Context: an optimization exercise on an open-source flow, tuned for small area, a short achievable clock period and few clock cycles per item. The choices shown serve that exercise and are no tape-out recipe. No run shown here included a check of the RTL's function; only the layout flow was run.

## design/flow/flow/run.sh

```bash
#!/bin/bash
export BUFFER_PORTS_ARGS="-buffer_cell sky130_fd_sc_hd__buf_1"
bash standard.sh > standard.log 2>&1
```

## design/flow/standard.sh

```bash
#!/bin/bash
# synth_recipe.tcl (not shown) runs the flow's synth.tcl, then flattens the netlist and writes it again
# the make line also repeats each setting of config.mk as NAME=value (left out here)
make -C /OpenROAD-flow-scripts/flow DESIGN_CONFIG=/design/flow/config.mk WORK_HOME=/design/flow/orfs CLKGATE_MAP_FILE= SYNTH_SCRIPT=/design/flow/synth_recipe.tcl "${@:-finish}"
```

## design/flow/config.mk

```make
export PLATFORM = sky130hd
export DESIGN_NAME = alu
export DESIGN_NICKNAME = alu
export VERILOG_FILES = /design/flow/design.v
export SDC_FILE = /design/flow/constraint.sdc
export NUM_CORES = 4
export LEC_CHECK = 0
export ABC_AREA = 1
export CAP_MARGIN = 20
export CORE_MARGIN = 2
export CORE_UTILIZATION = 60
export CTS_BUF_LIST = sky130_fd_sc_hd__clkbuf_8
export SETUP_SLACK_MARGIN = 3.3
export SLEW_MARGIN = 20
export TNS_END_PERCENT = 10
```

## design/flow/constraint.sdc

```tcl
create_clock -name core_clock -period 11.0 [get_ports {CLK}]
set_input_delay 2.2000 -clock core_clock [delete_from_list [all_inputs] [get_ports {CLK}]]
set_output_delay 2.2000 -clock core_clock [all_outputs]
set_load 0.01 [all_outputs]
```

## design/flow/design.v

```verilog
module add32 (input [31:0] p0, input [31:0] g0, input ci, output [31:0] s, output co);
	wire g_0_1 = g0[0] | (p0[0] & ci);
	wire g_0_2 = g0[1] | (p0[1] & g0[0]);
	wire p_0_2 = p0[1] & p0[0];
	wire g_0_3 = g0[2] | (p0[2] & g0[1]);
	wire p_0_3 = p0[2] & p0[1];
	wire g_0_4 = g0[3] | (p0[3] & g0[2]);
	wire p_0_4 = p0[3] & p0[2];
	wire g_0_5 = g0[4] | (p0[4] & g0[3]);
	wire p_0_5 = p0[4] & p0[3];
	wire g_0_6 = g0[5] | (p0[5] & g0[4]);
	wire p_0_6 = p0[5] & p0[4];
	wire g_0_7 = g0[6] | (p0[6] & g0[5]);
	wire p_0_7 = p0[6] & p0[5];
	wire g_0_8 = g0[7] | (p0[7] & g0[6]);
	wire p_0_8 = p0[7] & p0[6];
	wire g_0_9 = g0[8] | (p0[8] & g0[7]);
	wire p_0_9 = p0[8] & p0[7];
	wire g_0_10 = g0[9] | (p0[9] & g0[8]);
	wire p_0_10 = p0[9] & p0[8];
	wire g_0_11 = g0[10] | (p0[10] & g0[9]);
	wire p_0_11 = p0[10] & p0[9];
	wire g_0_12 = g0[11] | (p0[11] & g0[10]);
	wire p_0_12 = p0[11] & p0[10];
	wire g_0_13 = g0[12] | (p0[12] & g0[11]);
	wire p_0_13 = p0[12] & p0[11];
	wire g_0_14 = g0[13] | (p0[13] & g0[12]);
	wire p_0_14 = p0[13] & p0[12];
	wire g_0_15 = g0[14] | (p0[14] & g0[13]);
	wire p_0_15 = p0[14] & p0[13];
	wire g_0_16 = g0[15] | (p0[15] & g0[14]);
	wire p_0_16 = p0[15] & p0[14];
	wire g_0_17 = g0[16] | (p0[16] & g0[15]);
	wire p_0_17 = p0[16] & p0[15];
	wire g_0_18 = g0[17] | (p0[17] & g0[16]);
	wire p_0_18 = p0[17] & p0[16];
	wire g_0_19 = g0[18] | (p0[18] & g0[17]);
	wire p_0_19 = p0[18] & p0[17];
	wire g_0_20 = g0[19] | (p0[19] & g0[18]);
	wire p_0_20 = p0[19] & p0[18];
	wire g_0_21 = g0[20] | (p0[20] & g0[19]);
	wire p_0_21 = p0[20] & p0[19];
	wire g_0_22 = g0[21] | (p0[21] & g0[20]);
	wire p_0_22 = p0[21] & p0[20];
	wire g_0_23 = g0[22] | (p0[22] & g0[21]);
	wire p_0_23 = p0[22] & p0[21];
	wire g_0_24 = g0[23] | (p0[23] & g0[22]);
	wire p_0_24 = p0[23] & p0[22];
	wire g_0_25 = g0[24] | (p0[24] & g0[23]);
	wire p_0_25 = p0[24] & p0[23];
	wire g_0_26 = g0[25] | (p0[25] & g0[24]);
	wire p_0_26 = p0[25] & p0[24];
	wire g_0_27 = g0[26] | (p0[26] & g0[25]);
	wire p_0_27 = p0[26] & p0[25];
	wire g_0_28 = g0[27] | (p0[27] & g0[26]);
	wire p_0_28 = p0[27] & p0[26];
	wire g_0_29 = g0[28] | (p0[28] & g0[27]);
	wire p_0_29 = p0[28] & p0[27];
	wire g_0_30 = g0[29] | (p0[29] & g0[28]);
	wire p_0_30 = p0[29] & p0[28];
	wire g_0_31 = g0[30] | (p0[30] & g0[29]);
	wire p_0_31 = p0[30] & p0[29];
	wire g_0_32 = g0[31] | (p0[31] & g0[30]);
	wire p_0_32 = p0[31] & p0[30];
	wire g_1_2 = g_0_2 | (p_0_2 & ci);
	wire g_1_3 = g_0_3 | (p_0_3 & g_0_1);
	wire g_1_4 = g_0_4 | (p_0_4 & g_0_2);
	wire p_1_4 = p_0_4 & p_0_2;
	wire g_1_5 = g_0_5 | (p_0_5 & g_0_3);
	wire p_1_5 = p_0_5 & p_0_3;
	wire g_1_6 = g_0_6 | (p_0_6 & g_0_4);
	wire p_1_6 = p_0_6 & p_0_4;
	wire g_1_7 = g_0_7 | (p_0_7 & g_0_5);
	wire p_1_7 = p_0_7 & p_0_5;
	wire g_1_8 = g_0_8 | (p_0_8 & g_0_6);
	wire p_1_8 = p_0_8 & p_0_6;
	wire g_1_9 = g_0_9 | (p_0_9 & g_0_7);
	wire p_1_9 = p_0_9 & p_0_7;
	wire g_1_10 = g_0_10 | (p_0_10 & g_0_8);
	wire p_1_10 = p_0_10 & p_0_8;
	wire g_1_11 = g_0_11 | (p_0_11 & g_0_9);
	wire p_1_11 = p_0_11 & p_0_9;
	wire g_1_12 = g_0_12 | (p_0_12 & g_0_10);
	wire p_1_12 = p_0_12 & p_0_10;
	wire g_1_13 = g_0_13 | (p_0_13 & g_0_11);
	wire p_1_13 = p_0_13 & p_0_11;
	wire g_1_14 = g_0_14 | (p_0_14 & g_0_12);
	wire p_1_14 = p_0_14 & p_0_12;
	wire g_1_15 = g_0_15 | (p_0_15 & g_0_13);
	wire p_1_15 = p_0_15 & p_0_13;
	wire g_1_16 = g_0_16 | (p_0_16 & g_0_14);
	wire p_1_16 = p_0_16 & p_0_14;
	wire g_1_17 = g_0_17 | (p_0_17 & g_0_15);
	wire p_1_17 = p_0_17 & p_0_15;
	wire g_1_18 = g_0_18 | (p_0_18 & g_0_16);
	wire p_1_18 = p_0_18 & p_0_16;
	wire g_1_19 = g_0_19 | (p_0_19 & g_0_17);
	wire p_1_19 = p_0_19 & p_0_17;
	wire g_1_20 = g_0_20 | (p_0_20 & g_0_18);
	wire p_1_20 = p_0_20 & p_0_18;
	wire g_1_21 = g_0_21 | (p_0_21 & g_0_19);
	wire p_1_21 = p_0_21 & p_0_19;
	wire g_1_22 = g_0_22 | (p_0_22 & g_0_20);
	wire p_1_22 = p_0_22 & p_0_20;
	wire g_1_23 = g_0_23 | (p_0_23 & g_0_21);
	wire p_1_23 = p_0_23 & p_0_21;
	wire g_1_24 = g_0_24 | (p_0_24 & g_0_22);
	wire p_1_24 = p_0_24 & p_0_22;
	wire g_1_25 = g_0_25 | (p_0_25 & g_0_23);
	wire p_1_25 = p_0_25 & p_0_23;
	wire g_1_26 = g_0_26 | (p_0_26 & g_0_24);
	wire p_1_26 = p_0_26 & p_0_24;
	wire g_1_27 = g_0_27 | (p_0_27 & g_0_25);
	wire p_1_27 = p_0_27 & p_0_25;
	wire g_1_28 = g_0_28 | (p_0_28 & g_0_26);
	wire p_1_28 = p_0_28 & p_0_26;
	wire g_1_29 = g_0_29 | (p_0_29 & g_0_27);
	wire p_1_29 = p_0_29 & p_0_27;
	wire g_1_30 = g_0_30 | (p_0_30 & g_0_28);
	wire p_1_30 = p_0_30 & p_0_28;
	wire g_1_31 = g_0_31 | (p_0_31 & g_0_29);
	wire p_1_31 = p_0_31 & p_0_29;
	wire g_1_32 = g_0_32 | (p_0_32 & g_0_30);
	wire p_1_32 = p_0_32 & p_0_30;
	wire g_2_4 = g_1_4 | (p_1_4 & ci);
	wire g_2_5 = g_1_5 | (p_1_5 & g_0_1);
	wire g_2_6 = g_1_6 | (p_1_6 & g_1_2);
	wire g_2_7 = g_1_7 | (p_1_7 & g_1_3);
	wire g_2_8 = g_1_8 | (p_1_8 & g_1_4);
	wire p_2_8 = p_1_8 & p_1_4;
	wire g_2_9 = g_1_9 | (p_1_9 & g_1_5);
	wire p_2_9 = p_1_9 & p_1_5;
	wire g_2_10 = g_1_10 | (p_1_10 & g_1_6);
	wire p_2_10 = p_1_10 & p_1_6;
	wire g_2_11 = g_1_11 | (p_1_11 & g_1_7);
	wire p_2_11 = p_1_11 & p_1_7;
	wire g_2_12 = g_1_12 | (p_1_12 & g_1_8);
	wire p_2_12 = p_1_12 & p_1_8;
	wire g_2_13 = g_1_13 | (p_1_13 & g_1_9);
	wire p_2_13 = p_1_13 & p_1_9;
	wire g_2_14 = g_1_14 | (p_1_14 & g_1_10);
	wire p_2_14 = p_1_14 & p_1_10;
	wire g_2_15 = g_1_15 | (p_1_15 & g_1_11);
	wire p_2_15 = p_1_15 & p_1_11;
	wire g_2_16 = g_1_16 | (p_1_16 & g_1_12);
	wire p_2_16 = p_1_16 & p_1_12;
	wire g_2_17 = g_1_17 | (p_1_17 & g_1_13);
	wire p_2_17 = p_1_17 & p_1_13;
	wire g_2_18 = g_1_18 | (p_1_18 & g_1_14);
	wire p_2_18 = p_1_18 & p_1_14;
	wire g_2_19 = g_1_19 | (p_1_19 & g_1_15);
	wire p_2_19 = p_1_19 & p_1_15;
	wire g_2_20 = g_1_20 | (p_1_20 & g_1_16);
	wire p_2_20 = p_1_20 & p_1_16;
	wire g_2_21 = g_1_21 | (p_1_21 & g_1_17);
	wire p_2_21 = p_1_21 & p_1_17;
	wire g_2_22 = g_1_22 | (p_1_22 & g_1_18);
	wire p_2_22 = p_1_22 & p_1_18;
	wire g_2_23 = g_1_23 | (p_1_23 & g_1_19);
	wire p_2_23 = p_1_23 & p_1_19;
	wire g_2_24 = g_1_24 | (p_1_24 & g_1_20);
	wire p_2_24 = p_1_24 & p_1_20;
	wire g_2_25 = g_1_25 | (p_1_25 & g_1_21);
	wire p_2_25 = p_1_25 & p_1_21;
	wire g_2_26 = g_1_26 | (p_1_26 & g_1_22);
	wire p_2_26 = p_1_26 & p_1_22;
	wire g_2_27 = g_1_27 | (p_1_27 & g_1_23);
	wire p_2_27 = p_1_27 & p_1_23;
	wire g_2_28 = g_1_28 | (p_1_28 & g_1_24);
	wire p_2_28 = p_1_28 & p_1_24;
	wire g_2_29 = g_1_29 | (p_1_29 & g_1_25);
	wire p_2_29 = p_1_29 & p_1_25;
	wire g_2_30 = g_1_30 | (p_1_30 & g_1_26);
	wire p_2_30 = p_1_30 & p_1_26;
	wire g_2_31 = g_1_31 | (p_1_31 & g_1_27);
	wire p_2_31 = p_1_31 & p_1_27;
	wire g_2_32 = g_1_32 | (p_1_32 & g_1_28);
	wire p_2_32 = p_1_32 & p_1_28;
	wire g_3_8 = g_2_8 | (p_2_8 & ci);
	wire g_3_9 = g_2_9 | (p_2_9 & g_0_1);
	wire g_3_10 = g_2_10 | (p_2_10 & g_1_2);
	wire g_3_11 = g_2_11 | (p_2_11 & g_1_3);
	wire g_3_12 = g_2_12 | (p_2_12 & g_2_4);
	wire g_3_13 = g_2_13 | (p_2_13 & g_2_5);
	wire g_3_14 = g_2_14 | (p_2_14 & g_2_6);
	wire g_3_15 = g_2_15 | (p_2_15 & g_2_7);
	wire g_3_16 = g_2_16 | (p_2_16 & g_2_8);
	wire p_3_16 = p_2_16 & p_2_8;
	wire g_3_17 = g_2_17 | (p_2_17 & g_2_9);
	wire p_3_17 = p_2_17 & p_2_9;
	wire g_3_18 = g_2_18 | (p_2_18 & g_2_10);
	wire p_3_18 = p_2_18 & p_2_10;
	wire g_3_19 = g_2_19 | (p_2_19 & g_2_11);
	wire p_3_19 = p_2_19 & p_2_11;
	wire g_3_20 = g_2_20 | (p_2_20 & g_2_12);
	wire p_3_20 = p_2_20 & p_2_12;
	wire g_3_21 = g_2_21 | (p_2_21 & g_2_13);
	wire p_3_21 = p_2_21 & p_2_13;
	wire g_3_22 = g_2_22 | (p_2_22 & g_2_14);
	wire p_3_22 = p_2_22 & p_2_14;
	wire g_3_23 = g_2_23 | (p_2_23 & g_2_15);
	wire p_3_23 = p_2_23 & p_2_15;
	wire g_3_24 = g_2_24 | (p_2_24 & g_2_16);
	wire p_3_24 = p_2_24 & p_2_16;
	wire g_3_25 = g_2_25 | (p_2_25 & g_2_17);
	wire p_3_25 = p_2_25 & p_2_17;
	wire g_3_26 = g_2_26 | (p_2_26 & g_2_18);
	wire p_3_26 = p_2_26 & p_2_18;
	wire g_3_27 = g_2_27 | (p_2_27 & g_2_19);
	wire p_3_27 = p_2_27 & p_2_19;
	wire g_3_28 = g_2_28 | (p_2_28 & g_2_20);
	wire p_3_28 = p_2_28 & p_2_20;
	wire g_3_29 = g_2_29 | (p_2_29 & g_2_21);
	wire p_3_29 = p_2_29 & p_2_21;
	wire g_3_30 = g_2_30 | (p_2_30 & g_2_22);
	wire p_3_30 = p_2_30 & p_2_22;
	wire g_3_31 = g_2_31 | (p_2_31 & g_2_23);
	wire p_3_31 = p_2_31 & p_2_23;
	wire g_3_32 = g_2_32 | (p_2_32 & g_2_24);
	wire p_3_32 = p_2_32 & p_2_24;
	wire g_4_16 = g_3_16 | (p_3_16 & ci);
	wire g_4_17 = g_3_17 | (p_3_17 & g_0_1);
	wire g_4_18 = g_3_18 | (p_3_18 & g_1_2);
	wire g_4_19 = g_3_19 | (p_3_19 & g_1_3);
	wire g_4_20 = g_3_20 | (p_3_20 & g_2_4);
	wire g_4_21 = g_3_21 | (p_3_21 & g_2_5);
	wire g_4_22 = g_3_22 | (p_3_22 & g_2_6);
	wire g_4_23 = g_3_23 | (p_3_23 & g_2_7);
	wire g_4_24 = g_3_24 | (p_3_24 & g_3_8);
	wire g_4_25 = g_3_25 | (p_3_25 & g_3_9);
	wire g_4_26 = g_3_26 | (p_3_26 & g_3_10);
	wire g_4_27 = g_3_27 | (p_3_27 & g_3_11);
	wire g_4_28 = g_3_28 | (p_3_28 & g_3_12);
	wire g_4_29 = g_3_29 | (p_3_29 & g_3_13);
	wire g_4_30 = g_3_30 | (p_3_30 & g_3_14);
	wire g_4_31 = g_3_31 | (p_3_31 & g_3_15);
	wire g_4_32 = g_3_32 | (p_3_32 & g_3_16);
	wire p_4_32 = p_3_32 & p_3_16;
	wire g_5_32 = g_4_32 | (p_4_32 & ci);
	assign s[0] = p0[0] ^ ci;
	assign s[1] = p0[1] ^ g_0_1;
	assign s[2] = p0[2] ^ g_1_2;
	assign s[3] = p0[3] ^ g_1_3;
	assign s[4] = p0[4] ^ g_2_4;
	assign s[5] = p0[5] ^ g_2_5;
	assign s[6] = p0[6] ^ g_2_6;
	assign s[7] = p0[7] ^ g_2_7;
	assign s[8] = p0[8] ^ g_3_8;
	assign s[9] = p0[9] ^ g_3_9;
	assign s[10] = p0[10] ^ g_3_10;
	assign s[11] = p0[11] ^ g_3_11;
	assign s[12] = p0[12] ^ g_3_12;
	assign s[13] = p0[13] ^ g_3_13;
	assign s[14] = p0[14] ^ g_3_14;
	assign s[15] = p0[15] ^ g_3_15;
	assign s[16] = p0[16] ^ g_4_16;
	assign s[17] = p0[17] ^ g_4_17;
	assign s[18] = p0[18] ^ g_4_18;
	assign s[19] = p0[19] ^ g_4_19;
	assign s[20] = p0[20] ^ g_4_20;
	assign s[21] = p0[21] ^ g_4_21;
	assign s[22] = p0[22] ^ g_4_22;
	assign s[23] = p0[23] ^ g_4_23;
	assign s[24] = p0[24] ^ g_4_24;
	assign s[25] = p0[25] ^ g_4_25;
	assign s[26] = p0[26] ^ g_4_26;
	assign s[27] = p0[27] ^ g_4_27;
	assign s[28] = p0[28] ^ g_4_28;
	assign s[29] = p0[29] ^ g_4_29;
	assign s[30] = p0[30] ^ g_4_30;
	assign s[31] = p0[31] ^ g_4_31;
	assign co = g_5_32;
endmodule
module div_step (
	input [31:0] r,
	input x,
	input [31:0] b,
	output [31:0] ro
);
	wire [31:0] t = {r[30:0], x};
	wire [31:0] d;
	wire nb;
	stepsub32 sub (.a(t), .b(b), .ci(1'b1), .s(d), .co(nb));
	assign ro = (r[31] | nb) ? d : t;
endmodule
module stepsub32 (input [31:0] a, input [31:0] b, input ci, output [31:0] s, output co);
	wire [31:0] bx = ~b;
	wire [31:0] p0 = a ^ bx;
	wire [31:0] g0 = a & bx;
	wire g_0_1 = g0[0] | (p0[0] & ci);
	wire g_0_3 = g0[2] | (p0[2] & g0[1]);
	wire p_0_3 = p0[2] & p0[1];
	wire g_0_5 = g0[4] | (p0[4] & g0[3]);
	wire p_0_5 = p0[4] & p0[3];
	wire g_0_7 = g0[6] | (p0[6] & g0[5]);
	wire p_0_7 = p0[6] & p0[5];
	wire g_0_9 = g0[8] | (p0[8] & g0[7]);
	wire p_0_9 = p0[8] & p0[7];
	wire g_0_11 = g0[10] | (p0[10] & g0[9]);
	wire p_0_11 = p0[10] & p0[9];
	wire g_0_13 = g0[12] | (p0[12] & g0[11]);
	wire p_0_13 = p0[12] & p0[11];
	wire g_0_15 = g0[14] | (p0[14] & g0[13]);
	wire p_0_15 = p0[14] & p0[13];
	wire g_0_17 = g0[16] | (p0[16] & g0[15]);
	wire p_0_17 = p0[16] & p0[15];
	wire g_0_19 = g0[18] | (p0[18] & g0[17]);
	wire p_0_19 = p0[18] & p0[17];
	wire g_0_21 = g0[20] | (p0[20] & g0[19]);
	wire p_0_21 = p0[20] & p0[19];
	wire g_0_23 = g0[22] | (p0[22] & g0[21]);
	wire p_0_23 = p0[22] & p0[21];
	wire g_0_25 = g0[24] | (p0[24] & g0[23]);
	wire p_0_25 = p0[24] & p0[23];
	wire g_0_27 = g0[26] | (p0[26] & g0[25]);
	wire p_0_27 = p0[26] & p0[25];
	wire g_0_29 = g0[28] | (p0[28] & g0[27]);
	wire p_0_29 = p0[28] & p0[27];
	wire g_0_31 = g0[30] | (p0[30] & g0[29]);
	wire p_0_31 = p0[30] & p0[29];
	wire g_1_3 = g_0_3 | (p_0_3 & g_0_1);
	wire g_1_7 = g_0_7 | (p_0_7 & g_0_5);
	wire p_1_7 = p_0_7 & p_0_5;
	wire g_1_11 = g_0_11 | (p_0_11 & g_0_9);
	wire p_1_11 = p_0_11 & p_0_9;
	wire g_1_15 = g_0_15 | (p_0_15 & g_0_13);
	wire p_1_15 = p_0_15 & p_0_13;
	wire g_1_19 = g_0_19 | (p_0_19 & g_0_17);
	wire p_1_19 = p_0_19 & p_0_17;
	wire g_1_23 = g_0_23 | (p_0_23 & g_0_21);
	wire p_1_23 = p_0_23 & p_0_21;
	wire g_1_27 = g_0_27 | (p_0_27 & g_0_25);
	wire p_1_27 = p_0_27 & p_0_25;
	wire g_1_31 = g_0_31 | (p_0_31 & g_0_29);
	wire p_1_31 = p_0_31 & p_0_29;
	wire g_2_7 = g_1_7 | (p_1_7 & g_1_3);
	wire g_2_15 = g_1_15 | (p_1_15 & g_1_11);
	wire p_2_15 = p_1_15 & p_1_11;
	wire g_2_23 = g_1_23 | (p_1_23 & g_1_19);
	wire p_2_23 = p_1_23 & p_1_19;
	wire g_2_31 = g_1_31 | (p_1_31 & g_1_27);
	wire p_2_31 = p_1_31 & p_1_27;
	wire g_3_15 = g_2_15 | (p_2_15 & g_2_7);
	wire g_3_31 = g_2_31 | (p_2_31 & g_2_23);
	wire p_3_31 = p_2_31 & p_2_23;
	wire g_4_31 = g_3_31 | (p_3_31 & g_3_15);
	wire g_5_23 = g_2_23 | (p_2_23 & g_3_15);
	wire g_6_11 = g_1_11 | (p_1_11 & g_2_7);
	wire g_6_19 = g_1_19 | (p_1_19 & g_3_15);
	wire g_6_27 = g_1_27 | (p_1_27 & g_5_23);
	wire g_7_5 = g_0_5 | (p_0_5 & g_1_3);
	wire g_7_9 = g_0_9 | (p_0_9 & g_2_7);
	wire g_7_13 = g_0_13 | (p_0_13 & g_6_11);
	wire g_7_17 = g_0_17 | (p_0_17 & g_3_15);
	wire g_7_21 = g_0_21 | (p_0_21 & g_6_19);
	wire g_7_25 = g_0_25 | (p_0_25 & g_5_23);
	wire g_7_29 = g_0_29 | (p_0_29 & g_6_27);
	wire g_8_2 = g0[1] | (p0[1] & g_0_1);
	wire g_8_4 = g0[3] | (p0[3] & g_1_3);
	wire g_8_6 = g0[5] | (p0[5] & g_7_5);
	wire g_8_8 = g0[7] | (p0[7] & g_2_7);
	wire g_8_10 = g0[9] | (p0[9] & g_7_9);
	wire g_8_12 = g0[11] | (p0[11] & g_6_11);
	wire g_8_14 = g0[13] | (p0[13] & g_7_13);
	wire g_8_16 = g0[15] | (p0[15] & g_3_15);
	wire g_8_18 = g0[17] | (p0[17] & g_7_17);
	wire g_8_20 = g0[19] | (p0[19] & g_6_19);
	wire g_8_22 = g0[21] | (p0[21] & g_7_21);
	wire g_8_24 = g0[23] | (p0[23] & g_5_23);
	wire g_8_26 = g0[25] | (p0[25] & g_7_25);
	wire g_8_28 = g0[27] | (p0[27] & g_6_27);
	wire g_8_30 = g0[29] | (p0[29] & g_7_29);
	wire g_8_32 = g0[31] | (p0[31] & g_4_31);
	assign s[0] = p0[0] ^ ci;
	assign s[1] = p0[1] ^ g_0_1;
	assign s[2] = p0[2] ^ g_8_2;
	assign s[3] = p0[3] ^ g_1_3;
	assign s[4] = p0[4] ^ g_8_4;
	assign s[5] = p0[5] ^ g_7_5;
	assign s[6] = p0[6] ^ g_8_6;
	assign s[7] = p0[7] ^ g_2_7;
	assign s[8] = p0[8] ^ g_8_8;
	assign s[9] = p0[9] ^ g_7_9;
	assign s[10] = p0[10] ^ g_8_10;
	assign s[11] = p0[11] ^ g_6_11;
	assign s[12] = p0[12] ^ g_8_12;
	assign s[13] = p0[13] ^ g_7_13;
	assign s[14] = p0[14] ^ g_8_14;
	assign s[15] = p0[15] ^ g_3_15;
	assign s[16] = p0[16] ^ g_8_16;
	assign s[17] = p0[17] ^ g_7_17;
	assign s[18] = p0[18] ^ g_8_18;
	assign s[19] = p0[19] ^ g_6_19;
	assign s[20] = p0[20] ^ g_8_20;
	assign s[21] = p0[21] ^ g_7_21;
	assign s[22] = p0[22] ^ g_8_22;
	assign s[23] = p0[23] ^ g_5_23;
	assign s[24] = p0[24] ^ g_8_24;
	assign s[25] = p0[25] ^ g_7_25;
	assign s[26] = p0[26] ^ g_8_26;
	assign s[27] = p0[27] ^ g_6_27;
	assign s[28] = p0[28] ^ g_8_28;
	assign s[29] = p0[29] ^ g_7_29;
	assign s[30] = p0[30] ^ g_8_30;
	assign s[31] = p0[31] ^ g_4_31;
	assign co = g_8_32;
endmodule
module mod #(parameter K = 2) (
	output [31:0] res,
	output reg done,
	input [31:0] ain,
	input [31:0] bin,
	input lt,
	input [31:0] diff,
	input start,
	input CLK,
	input reset
);
	localparam NG = (32 + K - 1) / K;	 
	localparam W  = NG * K;
	wire [W-1:0] a = {{(W-32){1'b0}}, ain};
	reg [31:0] p;		 
	reg [3:0] cnt;		 
	reg busy;
	reg [K-1:0] grp;	 
	reg [31:0] b_r;
	assign res = p;
	reg [4:0] ia, ib;
	integer i;
	always @(*) begin
		ia = 5'd0;
		ib = 5'd0;
		for (i = 0; i < 32; i = i + 1) begin
			if (ain[i]) ia = i;
			if (bin[i]) ib = i;
		end
	end
	wire bz = ~|bin;
	wire [4:0] s = ia - ib;
	wire [3:0] span = s / K;
	wire s0 = (s == 5'd0);
	wire fin = bz | lt | s0;
	reg [W-1:0] sh;
	always @(*) begin
		sh = a >> K;
		for (i = 0; i < 4; i = i + 1)
			if (span[i]) sh = sh >> (K << i);
	end
	wire [3:0] nidx = start ? span : cnt - 4'd1;
	reg [K-1:0] grp_n;
	always @(*) begin
		grp_n = {K{1'b0}};
		for (i = 0; i < NG; i = i + 1)
			if (nidx == i) grp_n = a[i*K +: K];
	end
	wire [32*K+31:0] q;
	assign q[31:0] = p;
	genvar j;
	generate
		for (j = 0; j < K; j = j + 1) begin : step
			div_step st (
				.r(q[32*j +: 32]),
				.x(grp[K-1-j]),
				.b(b_r),
				.ro(q[32*(j+1) +: 32])
			);
		end
	endgenerate
	always @(posedge CLK) begin
		if (reset) begin
			busy <= 1'b0;
			done <= 1'b0;
		end else if (start) begin
			busy <= ~fin;
			done <= fin;
		end else if (busy) begin
			busy <= |cnt;
			done <= ~|cnt;
		end
		b_r <= bin;
		grp <= grp_n;
		if (start) begin
			p <= (bz | lt) ? ain : s0 ? diff : sh[31:0];
			cnt <= span;
		end else if (busy) begin
			p <= q[32*K +: 32];
			cnt <= cnt - 4'd1;
		end
	end
endmodule
module alu (
	output reg [31:0] result,
	output cout,
	output done,
	input [31:0] ain,
	input [31:0] bin,
	input [2:0] alu_op,
	input
		cin,
		start,
		CLK,
		reset
);
	wire [31:0] sum, diff, rem;
	wire nb;
	wire lt = ~nb;
	wire [31:0] p = ain ^ bin;
	wire [31:0] g = ain & bin;
	add32 add1 (.p0(p), .g0(g), .ci(cin), .s(sum), .co(cout));
	add32 sub1 (.p0(~p), .g0(ain & p), .ci(1'b1), .s(diff), .co(nb));
	mod mod1 (
		.res(rem),
		.done(done),
		.ain(ain),
		.bin(bin),
		.lt(lt),
		.diff(diff),
		.start(start),
		.CLK(CLK),
		.reset(reset)
	);
	always @(*)
		case (alu_op)
			3'd0: result = g;
			3'd1: result = g | p;
			3'd2: result = p;
			3'd3: result = ~(g | p);
			3'd4: result = {31'b0, lt};
			3'd5: result = sum;
			3'd6: result = diff;
			default: result = rem;
		endcase
endmodule
```

==> notes.md, run 1 <==
die width=155 µm; total iterations of the first detailed-routing run=6; setup ws final=3.35 ns; CP Max Fanout=7; Synth Flop Type=edfxtp_1; GRT Residual Overflow=0; Gate Count Post-Synth=2135; cell taking the most area after synthesis=ha_1; core area=0.0224 mm²; Longest Clk Path Bufs=2; Final ANT Viol Nets=0; Reg2Reg Setup Slack=3.74 ns; Max Cap Viol=0; Final Skew=0.0313 ns; Syn-to-layout area delta=8.04%; R2R Path End=mod1.p[9]; initial drt markers=2364; sequential-to-total area share from yosys stat=0.132; Setup TNS=0 ns; Crit path depth=21; # DRC=0; first-pass GRT wire length=81.2 mm; worst slew pin tran=1.21 ns; dpl hpwl=42.6 mm; area of the mapped netlist=0.0136 mm²; ANT cells=0; crit path cell chain=buf_2, inv_1, ha_2, nand2_1, nor2_1, inv_1, nor4_2, nand3_1, nand3_1, nand2_1, o211ai_1, nand3_1, o211ai_2, nand2_1, nand2_1, a21oi_1, o21ai_1, nand4_1, o21ai_1, inv_1, buf_1; FP Rows=55; final cycle utilization of the critical path=0.696; Slowest Stage Delay on Critical Path=0.44 ns; CP required=8.80 ns; top cells by area, synth=ha_1, nand2_1, edfxtp_1, o21ai_0, inv_1; fin crit period=7.65 ns; Post-synth EDFFs=36; global-route usage over all layers=0.443; RePlAce Congestion=1.08; #FFs+latches synth=72; fin util=0.655; Arr. time, crit path=5.45 ns; Slowest-stage cell, CP=ha_2; CTS Buf Count=9; clk root buf=clkbuf_8; Reg2Reg Depth=45; synth unique cells=71; TritonCTS clock tree=yes; Clk Latency, worst-skew pair=0.40 ns; ys async rst share=0; port bufs=104; relative slew slack=0.193; Setup crit end=result[31]; status=no timing/DRC/antenna violations; htree depth=3; CTS clock-pin slew for the worst setup and hold paths=0.09 ns; hold path startpoint=mod1.done; Setup WS pre-CTS=2.47 ns; die area=0.0239 mm²; final hold violation count=0; RSZ-0062 raised after global routing=yes; DR vias/cell=6.32; CTS Sinks=72; Min-Delay Path Class=flip-flop to flip-flop; layout cells sized above 1=0.0968; Yosys top cell area share=0.150; antenna violations before repair=2; most common library cells after synthesis=nand2_1, inv_1, o21ai_0; initial core utilization=0.606; Die H=155 µm; startpoint types=primary input; drt wl/cell=22.1 µm; CP delay by family, top=simple AND/OR/NAND/NOR gates; Ports=105; vias=15700; count of pins over their slew limit=0; Fmax=0.131 GHz; Avg Cell Area, Syn=6.37 µm²; critical path's most frequent cell=nand2_1; worst r2r src=mod1.p[1]; CP startpoint=ain[12]; Hold Buf Count CTS=0; Final nets=2463; CP bufs+invs=5; count leader, synth=nand2_1; largest net degree at the start of global routing=60; Yosys warnings=2; syn nets=2403; vias in the first global route=14200; kind of critical path=primary input to primary output; WL final=54.8 mm; Setup violations, final=0; Crit. End Element=primary output
[worst min-delay path, cell delays in order, from the launching register on]
cell and delay, ns:
dfxtp_1 0.33, nor2_1 0.10, nor3b_1 0.06
[state kept, by name (all words and copies together) (netlist names)]
name and count:
mod1.grp 2, mod1.b_r 32, mod1.done 1, mod1.busy 1, mod1.p 32, mod1.cnt 4
[worst min path at each step]
stage	endpoint	slack (ns)	cells after the start
final	mod1.done	0.52	2
after global routing	mod1.done	0.56	2
after CTS	mod1.done	0.52	2
after detailed placement	mod1.done	0.51	2
after global placement	mod1.done	0.48	2
after floorplan	mod1.done	0.51	2
[per-stage QoR]
stage	area [µm²]	hold slack (ns)	std cells
6_report	14700	0.520	2485
5_1_grt	14700	0.564	2485
4_1_cts	14400	0.522	2472
3_5_place_dp	14100	0.510	2451
3_3_place_gp	14100	0.479	2451
2_1_floorplan	13600	0.515	2135
[area by class of cell]
| type | count | area, µm² |
|---|---|---|
| multi-input combinational | 1691 | 10500 |
| fill | 2209 | 7740 |
| sequential | 72 | 1800 |
| inverter | 286 | 1110 |
| timing repair buffer | 133 | 673 |
| tap | 285 | 357 |
| clock buffer | 9 | 124 |
| clock inverter | 7 | 88.8 |
| timing repair inverter | 2 | 16.3 |
[cells in the final DEF, fill, tap and decap left out, drive strengths merged, types with 25 or more instances in the layout]
master | netlist | final
nand4 | 42 | 42
nor2 | 177 | 177
dfxtp | 36 | 36
a21oi | 158 | 158
nand3 | 100 | 100
clkbuf | 53 | 32
xor2 | 43 | 43
ha | 163 | 163
o21ai | 228 | 228
fa | 34 | 34
buf | 33 | 110
nand2 | 525 | 525
inv | 281 | 282
o22ai | 28 | 28
edfxtp | 36 | 36
o211ai | 25 | 25
[metal layers]
layer,vias to the layer above,global-route usage,share of wire
met1,7199,0.637,0.41
met5,-,0,0
met4,0,0.131,0.032
met3,135,0.126,0.15
li1,7309,-,-
met2,1050,0.642,0.41
[timing repair]
action,CTS,global route
gates cloned,2,2
gates resized for setup,20,67
setup endpoints to repair,37,50
pin swaps,0,7
setup buffers,3,11
[cells by family after synthesis]
kind of cell             share of synthesized area
flip-flops                                   0.132
buffers and inverters                        0.108
multiplexers                               0.00221
AO/OA/AOI/OAI                                0.238
AND/OR/NAND/NOR                              0.278
XOR/XNOR                                    0.0412
adder cells (fa/ha/maj)                      0.200
==> run 2: changes to the inputs <==
--- a/design/flow/design.v
+++ b/design/flow/design.v
@@ -1,4 +1,138 @@
 module add32 (input [31:0] p0, input [31:0] g0, input ci, output [31:0] s, output co);
 	wire g_0_1 = g0[0] | (p0[0] & ci);
+	wire g_0_3 = g0[2] | (p0[2] & g0[1]);
+	wire p_0_3 = p0[2] & p0[1];
+	wire g_0_5 = g0[4] | (p0[4] & g0[3]);
+	wire p_0_5 = p0[4] & p0[3];
+	wire g_0_7 = g0[6] | (p0[6] & g0[5]);
+	wire p_0_7 = p0[6] & p0[5];
+	wire g_0_9 = g0[8] | (p0[8] & g0[7]);
+	wire p_0_9 = p0[8] & p0[7];
+	wire g_0_11 = g0[10] | (p0[10] & g0[9]);
+	wire p_0_11 = p0[10] & p0[9];
+	wire g_0_13 = g0[12] | (p0[12] & g0[11]);
+	wire p_0_13 = p0[12] & p0[11];
+	wire g_0_15 = g0[14] | (p0[14] & g0[13]);
+	wire p_0_15 = p0[14] & p0[13];
+	wire g_0_17 = g0[16] | (p0[16] & g0[15]);
+	wire p_0_17 = p0[16] & p0[15];
+	wire g_0_19 = g0[18] | (p0[18] & g0[17]);
+	wire p_0_19 = p0[18] & p0[17];
+	wire g_0_21 = g0[20] | (p0[20] & g0[19]);
+	wire p_0_21 = p0[20] & p0[19];
+	wire g_0_23 = g0[22] | (p0[22] & g0[21]);
+	wire p_0_23 = p0[22] & p0[21];
+	wire g_0_25 = g0[24] | (p0[24] & g0[23]);
+	wire p_0_25 = p0[24] & p0[23];
+	wire g_0_27 = g0[26] | (p0[26] & g0[25]);
+	wire p_0_27 = p0[26] & p0[25];
+	wire g_0_29 = g0[28] | (p0[28] & g0[27]);
+	wire p_0_29 = p0[28] & p0[27];
+	wire g_0_31 = g0[30] | (p0[30] & g0[29]);
+	wire p_0_31 = p0[30] & p0[29];
+	wire g_1_3 = g_0_3 | (p_0_3 & g_0_1);
+	wire g_1_7 = g_0_7 | (p_0_7 & g_0_5);
+	wire p_1_7 = p_0_7 & p_0_5;
+	wire g_1_11 = g_0_11 | (p_0_11 & g_0_9);
+	wire p_1_11 = p_0_11 & p_0_9;
+	wire g_1_15 = g_0_15 | (p_0_15 & g_0_13);
+	wire p_1_15 = p_0_15 & p_0_13;
+	wire g_1_19 = g_0_19 | (p_0_19 & g_0_17);
+	wire p_1_19 = p_0_19 & p_0_17;
+	wire g_1_23 = g_0_23 | (p_0_23 & g_0_21);
+	wire p_1_23 = p_0_23 & p_0_21;
+	wire g_1_27 = g_0_27 | (p_0_27 & g_0_25);
+	wire p_1_27 = p_0_27 & p_0_25;
+	wire g_1_31 = g_0_31 | (p_0_31 & g_0_29);
+	wire p_1_31 = p_0_31 & p_0_29;
+	wire g_2_7 = g_1_7 | (p_1_7 & g_1_3);
+	wire g_2_15 = g_1_15 | (p_1_15 & g_1_11);
+	wire p_2_15 = p_1_15 & p_1_11;
+	wire g_2_23 = g_1_23 | (p_1_23 & g_1_19);
+	wire p_2_23 = p_1_23 & p_1_19;
+	wire g_2_31 = g_1_31 | (p_1_31 & g_1_27);
+	wire p_2_31 = p_1_31 & p_1_27;
+	wire g_3_15 = g_2_15 | (p_2_15 & g_2_7);
+	wire g_3_31 = g_2_31 | (p_2_31 & g_2_23);
+	wire p_3_31 = p_2_31 & p_2_23;
+	wire g_4_31 = g_3_31 | (p_3_31 & g_3_15);
+	wire g_5_23 = g_2_23 | (p_2_23 & g_3_15);
+	wire g_6_11 = g_1_11 | (p_1_11 & g_2_7);
+	wire g_6_19 = g_1_19 | (p_1_19 & g_3_15);
+	wire g_6_27 = g_1_27 | (p_1_27 & g_5_23);
+	wire g_7_5 = g_0_5 | (p_0_5 & g_1_3);
+	wire g_7_9 = g_0_9 | (p_0_9 & g_2_7);
+	wire g_7_13 = g_0_13 | (p_0_13 & g_6_11);
+	wire g_7_17 = g_0_17 | (p_0_17 & g_3_15);
+	wire g_7_21 = g_0_21 | (p_0_21 & g_6_19);
+	wire g_7_25 = g_0_25 | (p_0_25 & g_5_23);
+	wire g_7_29 = g_0_29 | (p_0_29 & g_6_27);
+	wire g_8_2 = g0[1] | (p0[1] & g_0_1);
+	wire g_8_4 = g0[3] | (p0[3] & g_1_3);
+	wire g_8_6 = g0[5] | (p0[5] & g_7_5);
+	wire g_8_8 = g0[7] | (p0[7] & g_2_7);
+	wire g_8_10 = g0[9] | (p0[9] & g_7_9);
+	wire g_8_12 = g0[11] | (p0[11] & g_6_11);
+	wire g_8_14 = g0[13] | (p0[13] & g_7_13);
+	wire g_8_16 = g0[15] | (p0[15] & g_3_15);
+	wire g_8_18 = g0[17] | (p0[17] & g_7_17);
+	wire g_8_20 = g0[19] | (p0[19] & g_6_19);
+	wire g_8_22 = g0[21] | (p0[21] & g_7_21);
+	wire g_8_24 = g0[23] | (p0[23] & g_5_23);
+	wire g_8_26 = g0[25] | (p0[25] & g_7_25);
+	wire g_8_28 = g0[27] | (p0[27] & g_6_27);
+	wire g_8_30 = g0[29] | (p0[29] & g_7_29);
+	wire g_8_32 = g0[31] | (p0[31] & g_4_31);
+	assign s[0] = p0[0] ^ ci;
+	assign s[1] = p0[1] ^ g_0_1;
+	assign s[2] = p0[2] ^ g_8_2;
+	assign s[3] = p0[3] ^ g_1_3;
+	assign s[4] = p0[4] ^ g_8_4;
+	assign s[5] = p0[5] ^ g_7_5;
+	assign s[6] = p0[6] ^ g_8_6;
+	assign s[7] = p0[7] ^ g_2_7;
+	assign s[8] = p0[8] ^ g_8_8;
+	assign s[9] = p0[9] ^ g_7_9;
+	assign s[10] = p0[10] ^ g_8_10;
+	assign s[11] = p0[11] ^ g_6_11;
+	assign s[12] = p0[12] ^ g_8_12;
+	assign s[13] = p0[13] ^ g_7_13;
+	assign s[14] = p0[14] ^ g_8_14;
+	assign s[15] = p0[15] ^ g_3_15;
+	assign s[16] = p0[16] ^ g_8_16;
+	assign s[17] = p0[17] ^ g_7_17;
+	assign s[18] = p0[18] ^ g_8_18;
+	assign s[19] = p0[19] ^ g_6_19;
+	assign s[20] = p0[20] ^ g_8_20;
+	assign s[21] = p0[21] ^ g_7_21;
+	assign s[22] = p0[22] ^ g_8_22;
+	assign s[23] = p0[23] ^ g_5_23;
+	assign s[24] = p0[24] ^ g_8_24;
+	assign s[25] = p0[25] ^ g_7_25;
+	assign s[26] = p0[26] ^ g_8_26;
+	assign s[27] = p0[27] ^ g_6_27;
+	assign s[28] = p0[28] ^ g_8_28;
+	assign s[29] = p0[29] ^ g_7_29;
+	assign s[30] = p0[30] ^ g_8_30;
+	assign s[31] = p0[31] ^ g_4_31;
+	assign co = g_8_32;
+endmodule
+module div_step (
+	input [31:0] r,
+	input x,
+	input [31:0] b,
+	output [31:0] ro
+);
+	wire [31:0] t = {r[30:0], x};
+	wire [31:0] d;
+	wire nb;
+	stepsub32 sub (.a(t), .b(b), .ci(1'b1), .s(d), .co(nb));
+	assign ro = (r[31] | nb) ? d : t;
+endmodule
+module stepsub32 (input [31:0] a, input [31:0] b, input ci, output [31:0] s, output co);
+	wire [31:0] bx = ~b;
+	wire [31:0] p0 = a ^ bx;
+	wire [31:0] g0 = a & bx;
+	wire g_0_1 = g0[0] | (p0[0] & ci);
 	wire g_0_2 = g0[1] | (p0[1] & g0[0]);
 	wire p_0_2 = p0[1] & p0[0];
@@ -272,139 +406,5 @@
 	assign co = g_5_32;
 endmodule
-module div_step (
-	input [31:0] r,
-	input x,
-	input [31:0] b,
-	output [31:0] ro
-);
-	wire [31:0] t = {r[30:0], x};
-	wire [31:0] d;
-	wire nb;
-	stepsub32 sub (.a(t), .b(b), .ci(1'b1), .s(d), .co(nb));
-	assign ro = (r[31] | nb) ? d : t;
-endmodule
-module stepsub32 (input [31:0] a, input [31:0] b, input ci, output [31:0] s, output co);
-	wire [31:0] bx = ~b;
-	wire [31:0] p0 = a ^ bx;
-	wire [31:0] g0 = a & bx;
-	wire g_0_1 = g0[0] | (p0[0] & ci);
-	wire g_0_3 = g0[2] | (p0[2] & g0[1]);
-	wire p_0_3 = p0[2] & p0[1];
-	wire g_0_5 = g0[4] | (p0[4] & g0[3]);
-	wire p_0_5 = p0[4] & p0[3];
-	wire g_0_7 = g0[6] | (p0[6] & g0[5]);
-	wire p_0_7 = p0[6] & p0[5];
-	wire g_0_9 = g0[8] | (p0[8] & g0[7]);
-	wire p_0_9 = p0[8] & p0[7];
-	wire g_0_11 = g0[10] | (p0[10] & g0[9]);
-	wire p_0_11 = p0[10] & p0[9];
-	wire g_0_13 = g0[12] | (p0[12] & g0[11]);
-	wire p_0_13 = p0[12] & p0[11];
-	wire g_0_15 = g0[14] | (p0[14] & g0[13]);
-	wire p_0_15 = p0[14] & p0[13];
-	wire g_0_17 = g0[16] | (p0[16] & g0[15]);
-	wire p_0_17 = p0[16] & p0[15];
-	wire g_0_19 = g0[18] | (p0[18] & g0[17]);
-	wire p_0_19 = p0[18] & p0[17];
-	wire g_0_21 = g0[20] | (p0[20] & g0[19]);
-	wire p_0_21 = p0[20] & p0[19];
-	wire g_0_23 = g0[22] | (p0[22] & g0[21]);
-	wire p_0_23 = p0[22] & p0[21];
-	wire g_0_25 = g0[24] | (p0[24] & g0[23]);
-	wire p_0_25 = p0[24] & p0[23];
-	wire g_0_27 = g0[26] | (p0[26] & g0[25]);
-	wire p_0_27 = p0[26] & p0[25];
-	wire g_0_29 = g0[28] | (p0[28] & g0[27]);
-	wire p_0_29 = p0[28] & p0[27];
-	wire g_0_31 = g0[30] | (p0[30] & g0[29]);
-	wire p_0_31 = p0[30] & p0[29];
-	wire g_1_3 = g_0_3 | (p_0_3 & g_0_1);
-	wire g_1_7 = g_0_7 | (p_0_7 & g_0_5);
-	wire p_1_7 = p_0_7 & p_0_5;
-	wire g_1_11 = g_0_11 | (p_0_11 & g_0_9);
-	wire p_1_11 = p_0_11 & p_0_9;
-	wire g_1_15 = g_0_15 | (p_0_15 & g_0_13);
-	wire p_1_15 = p_0_15 & p_0_13;
-	wire g_1_19 = g_0_19 | (p_0_19 & g_0_17);
-	wire p_1_19 = p_0_19 & p_0_17;
-	wire g_1_23 = g_0_23 | (p_0_23 & g_0_21);
-	wire p_1_23 = p_0_23 & p_0_21;
-	wire g_1_27 = g_0_27 | (p_0_27 & g_0_25);
-	wire p_1_27 = p_0_27 & p_0_25;
-	wire g_1_31 = g_0_31 | (p_0_31 & g_0_29);
-	wire p_1_31 = p_0_31 & p_0_29;
-	wire g_2_7 = g_1_7 | (p_1_7 & g_1_3);
-	wire g_2_15 = g_1_15 | (p_1_15 & g_1_11);
-	wire p_2_15 = p_1_15 & p_1_11;
-	wire g_2_23 = g_1_23 | (p_1_23 & g_1_19);
-	wire p_2_23 = p_1_23 & p_1_19;
-	wire g_2_31 = g_1_31 | (p_1_31 & g_1_27);
-	wire p_2_31 = p_1_31 & p_1_27;
-	wire g_3_15 = g_2_15 | (p_2_15 & g_2_7);
-	wire g_3_31 = g_2_31 | (p_2_31 & g_2_23);
-	wire p_3_31 = p_2_31 & p_2_23;
-	wire g_4_31 = g_3_31 | (p_3_31 & g_3_15);
-	wire g_5_23 = g_2_23 | (p_2_23 & g_3_15);
-	wire g_6_11 = g_1_11 | (p_1_11 & g_2_7);
-	wire g_6_19 = g_1_19 | (p_1_19 & g_3_15);
-	wire g_6_27 = g_1_27 | (p_1_27 & g_5_23);
-	wire g_7_5 = g_0_5 | (p_0_5 & g_1_3);
-	wire g_7_9 = g_0_9 | (p_0_9 & g_2_7);
-	wire g_7_13 = g_0_13 | (p_0_13 & g_6_11);
-	wire g_7_17 = g_0_17 | (p_0_17 & g_3_15);
-	wire g_7_21 = g_0_21 | (p_0_21 & g_6_19);
-	wire g_7_25 = g_0_25 | (p_0_25 & g_5_23);
-	wire g_7_29 = g_0_29 | (p_0_29 & g_6_27);
-	wire g_8_2 = g0[1] | (p0[1] & g_0_1);
-	wire g_8_4 = g0[3] | (p0[3] & g_1_3);
-	wire g_8_6 = g0[5] | (p0[5] & g_7_5);
-	wire g_8_8 = g0[7] | (p0[7] & g_2_7);
-	wire g_8_10 = g0[9] | (p0[9] & g_7_9);
-	wire g_8_12 = g0[11] | (p0[11] & g_6_11);
-	wire g_8_14 = g0[13] | (p0[13] & g_7_13);
-	wire g_8_16 = g0[15] | (p0[15] & g_3_15);
-	wire g_8_18 = g0[17] | (p0[17] & g_7_17);
-	wire g_8_20 = g0[19] | (p0[19] & g_6_19);
-	wire g_8_22 = g0[21] | (p0[21] & g_7_21);
-	wire g_8_24 = g0[23] | (p0[23] & g_5_23);
-	wire g_8_26 = g0[25] | (p0[25] & g_7_25);
-	wire g_8_28 = g0[27] | (p0[27] & g_6_27);
-	wire g_8_30 = g0[29] | (p0[29] & g_7_29);
-	wire g_8_32 = g0[31] | (p0[31] & g_4_31);
-	assign s[0] = p0[0] ^ ci;
-	assign s[1] = p0[1] ^ g_0_1;
-	assign s[2] = p0[2] ^ g_8_2;
-	assign s[3] = p0[3] ^ g_1_3;
-	assign s[4] = p0[4] ^ g_8_4;
-	assign s[5] = p0[5] ^ g_7_5;
-	assign s[6] = p0[6] ^ g_8_6;
-	assign s[7] = p0[7] ^ g_2_7;
-	assign s[8] = p0[8] ^ g_8_8;
-	assign s[9] = p0[9] ^ g_7_9;
-	assign s[10] = p0[10] ^ g_8_10;
-	assign s[11] = p0[11] ^ g_6_11;
-	assign s[12] = p0[12] ^ g_8_12;
-	assign s[13] = p0[13] ^ g_7_13;
-	assign s[14] = p0[14] ^ g_8_14;
-	assign s[15] = p0[15] ^ g_3_15;
-	assign s[16] = p0[16] ^ g_8_16;
-	assign s[17] = p0[17] ^ g_7_17;
-	assign s[18] = p0[18] ^ g_8_18;
-	assign s[19] = p0[19] ^ g_6_19;
-	assign s[20] = p0[20] ^ g_8_20;
-	assign s[21] = p0[21] ^ g_7_21;
-	assign s[22] = p0[22] ^ g_8_22;
-	assign s[23] = p0[23] ^ g_5_23;
-	assign s[24] = p0[24] ^ g_8_24;
-	assign s[25] = p0[25] ^ g_7_25;
-	assign s[26] = p0[26] ^ g_8_26;
-	assign s[27] = p0[27] ^ g_6_27;
-	assign s[28] = p0[28] ^ g_8_28;
-	assign s[29] = p0[29] ^ g_7_29;
-	assign s[30] = p0[30] ^ g_8_30;
-	assign s[31] = p0[31] ^ g_4_31;
-	assign co = g_8_32;
-endmodule
-module mod #(parameter K = 2) (
+module mod #(parameter K = 3) (
 	output [31:0] res,
 	output reg done,
@@ -443,14 +443,17 @@
 	reg [W-1:0] sh;
 	always @(*) begin
-		sh = a >> K;
+		sh = a;
 		for (i = 0; i < 4; i = i + 1)
 			if (span[i]) sh = sh >> (K << i);
 	end
-	wire [3:0] nidx = start ? span : cnt - 4'd1;
+	wire [3:0] nidx = cnt - 4'd1;
 	reg [K-1:0] grp_n;
 	always @(*) begin
-		grp_n = {K{1'b0}};
-		for (i = 0; i < NG; i = i + 1)
-			if (nidx == i) grp_n = a[i*K +: K];
+		grp_n = sh[K-1:0];
+		if (!start) begin
+			grp_n = {K{1'b0}};
+			for (i = 0; i < NG; i = i + 1)
+				if (nidx == i) grp_n = a[i*K +: K];
+		end
 	end
 	wire [32*K+31:0] q;
@@ -481,5 +484,5 @@
 		grp <= grp_n;
 		if (start) begin
-			p <= (bz | lt) ? ain : s0 ? diff : sh[31:0];
+			p <= (bz | lt) ? ain : s0 ? diff : sh[W-1:K];
 			cnt <= span;
 		end else if (busy) begin
--- a/design/flow/config.mk
+++ b/design/flow/config.mk
@@ -11,5 +11,5 @@
 export CORE_UTILIZATION = 60
 export CTS_BUF_LIST = sky130_fd_sc_hd__clkbuf_8
-export SETUP_SLACK_MARGIN = 3.3
+export SETUP_SLACK_MARGIN = 2.8
 export SLEW_MARGIN = 20
 export TNS_END_PERCENT = 10
==> notes.md, run 2 <==
most common cell after layout, fill and taps aside=nand2_1; Placed Area=0.0162 mm²; global-route usage over all layers=0.438; Avg Cell Area, Syn=6.22 µm²; initial drt markers=2478; DR vias/cell=6.52; core area=0.0259 mm²; fin crit period=8.19 ns; CTS Sinks=73; RSZ-0062 raised after global routing=yes; most frequent cells in the layout=nand2_1, inv_1, a21oi_1, ha_1, nor2_1; GRT Residual Overflow=0; clk root buf=clkbuf_8; hold path startpoint=mod1.done; CP required=8.80 ns; synth unique cells=70; Die H=166 µm; count of pins over their slew limit=0; CTS Buf Count=9; #FFs+latches synth=73; most common library cells after synthesis=nand2_1, inv_1, a21oi_1; kind of critical path=primary input to primary output; Setup WS pre-CTS=2.17 ns; status=no timing/DRC/antenna violations; first-pass GRT wire length=96.0 mm; Crit. End Element=primary output; htree depth=3; Reg2Reg Setup Slack=3.12 ns; die area=0.0275 mm²; count leader, synth=nand2_1; Final nets=2882; Final ANT Viol Nets=0; R2R Path End=mod1.p[23]; CP Max Fanout=7; Hold Buf Count CTS=0; CP bufs+invs=3; Yosys warnings=2; design area=0.0169 mm²; antenna violations before repair=0; CP delay by family, top=compound AO/OA/AOI/OAI gates; worst r2r src=mod1.p[22]; ys async rst share=0; CP startpoint=ain[1]; critical path's most frequent cell=nand2_1; Setup TNS=0 ns; largest net degree at the start of global routing=55; cell taking the most area after synthesis=ha_1; initial core utilization=0.607; number of fill cells=2544; TritonCTS clock tree=yes; startpoint types=primary input; Syn-to-layout area delta=7.38%; final hold violation count=0; dpl hpwl=49.6 mm; drt wl/cell=22.0 µm; syn nets=2805; CTS clock-pin slew for the worst setup and hold paths=0.11 ns; Final Skew=0.0273 ns; fin util=0.652; total iterations of the first detailed-routing run=8; port bufs=104; Slowest-stage cell, CP=fa_1; Synth Flop Type=dfxtp_1; WL final=64.6 mm; layout cells sized above 1=0.0763; vias=19200; Gate Count Post-Synth=2527; die width=166 µm; Min-Delay Path Class=flip-flop to flip-flop; Fmax=0.122 GHz; Crit path depth=25; Ports=105; Max Cap Viol=0; relative slew slack=0.318; vias in the first global route=17300; Clk Latency, worst-skew pair=0.39 ns; hold depth=2; Setup violations, final=0; Reg2Reg Depth=33; FP Rows=59; WHS=0.512 ns; sequential-to-total area share from yosys stat=0.116; Slowest Stage Delay on Critical Path=0.38 ns; Yosys top cell area share=0.150; top cells by area, synth=ha_1, nand2_1, inv_1, a21oi_1, edfxtp_1; RePlAce Congestion=1.09; setup ws final=2.81 ns; worst slew pin tran=1.02 ns; final cycle utilization of the critical path=0.745; Longest Clk Path Bufs=2; Post-synth EDFFs=36; area of the mapped netlist=0.0157 mm²; Finished Layout Cells=2945; top flop regs=mod1.b_r: 32 flops, mod1.p: 32 flops, mod1.cnt: 4 flops; Arr. time, crit path=5.99 ns; # DRC=0; DP Cell Count=2899; Worst Hold End=mod1.done
==> run 2: worst reg2reg max path: cells and delay by family, from the launching register on <==
kind                       cells  cell delay, ns
DFF                            1            0.47
and+or+nand+nor               14            2.86
AOI/OAI and AO/OA             12            2.93
buffers and inverters          4            0.25
adders and majority gates      3            1.12
==> run 2: kinds of logic after synthesis <==
| kind of cell | after synthesis | share of synthesized area |
|---|---|---|
| xor gates and xnor gates | 121 | 0.0674 |
| muxes | 1 | 0.000637 |
| DFF | 73 | 0.116 |
| buffers and inverters | 398 | 0.104 |
| AOI/OAI and AO/OA | 647 | 0.246 |
| adders and majority gates | 207 | 0.173 |
| and+or+nand+nor | 1080 | 0.293 |
==> run 2: layout make-up <==
class                           count  area [µm²]  area share
Antenna cell                        1        2.50    0.000148
Tap cell                          335         419      0.0248
Clock inverter                      7         100     0.00593
Timing Repair Buffer              133         641      0.0379
Sequential cell                    73        1820       0.108
Timing Repair inverter              1        5.00    0.000296
Multi-Input combinational cell   2064       12600       0.743
Clock buffer                        9         124     0.00734
Inverter                          322        1220      0.0720
==> run 2: how the worst max path moves through the flow <==
stage | to | slack (ns)
after floorplan | result[30] | 3.51
after global placement | result[30] | 2.28
after detailed placement | result[30] | 2.17
after CTS | result[30] | 2.75
after global routing | mod1.p[23] | 2.68
final | result[30] | 2.81
==> run 2: what timing repair did <==
item                       CTS  global route
gates resized for setup     19            45
pin swaps                    3            11
setup endpoints to repair   21            45
cloned                       1             8
setup buffers                3            17
==> run 2: metal layers <==
metal / track usage / vias to the layer above / wire (µm)
met2: 0.675 / 1364 / 27500
li1: - / 8744 / -
met5: 0 / - / 0
met4: 0.229 / 0 / 4070
met1: 0.590 / 8822 / 25100
met3: 0.0734 / 274 / 7950

-- afterwards: timing with drivers on the ports --
The flow's constraints put no driver on any port. The routed layouts listed below were extracted and timed again, unchanged, in two steps.
Step 1 assumes that a clkbuf_16 drives the clock port and a buf_2 every other input.
Step 2 moves the port delays by t, midway between the first and last clock arrival at a register: inputs arrive t later, outputs are due t later. That takes back most of the time a late clock gives input paths.
a / b / c = no drivers / after step 1 / after step 2; a / b = the first two.
| run | shift t [ns] | setup slack, ns | hold WS [ns] |
|---|---|---|---|
| run 1 | 0.428 | 3.346 / 3.324 / 3.197 | 0.520 / 0.520 / 0.520 |
| run 2 | 0.418 | 2.810 / 2.774 / 2.774 | 0.512 / 0.512 / 0.512 |
After both steps setup and hold are still met in every run listed. For run 1, which loses most, drivers alone change the setup slack by -0.022 ns; drivers and shift together by -0.149 ns.
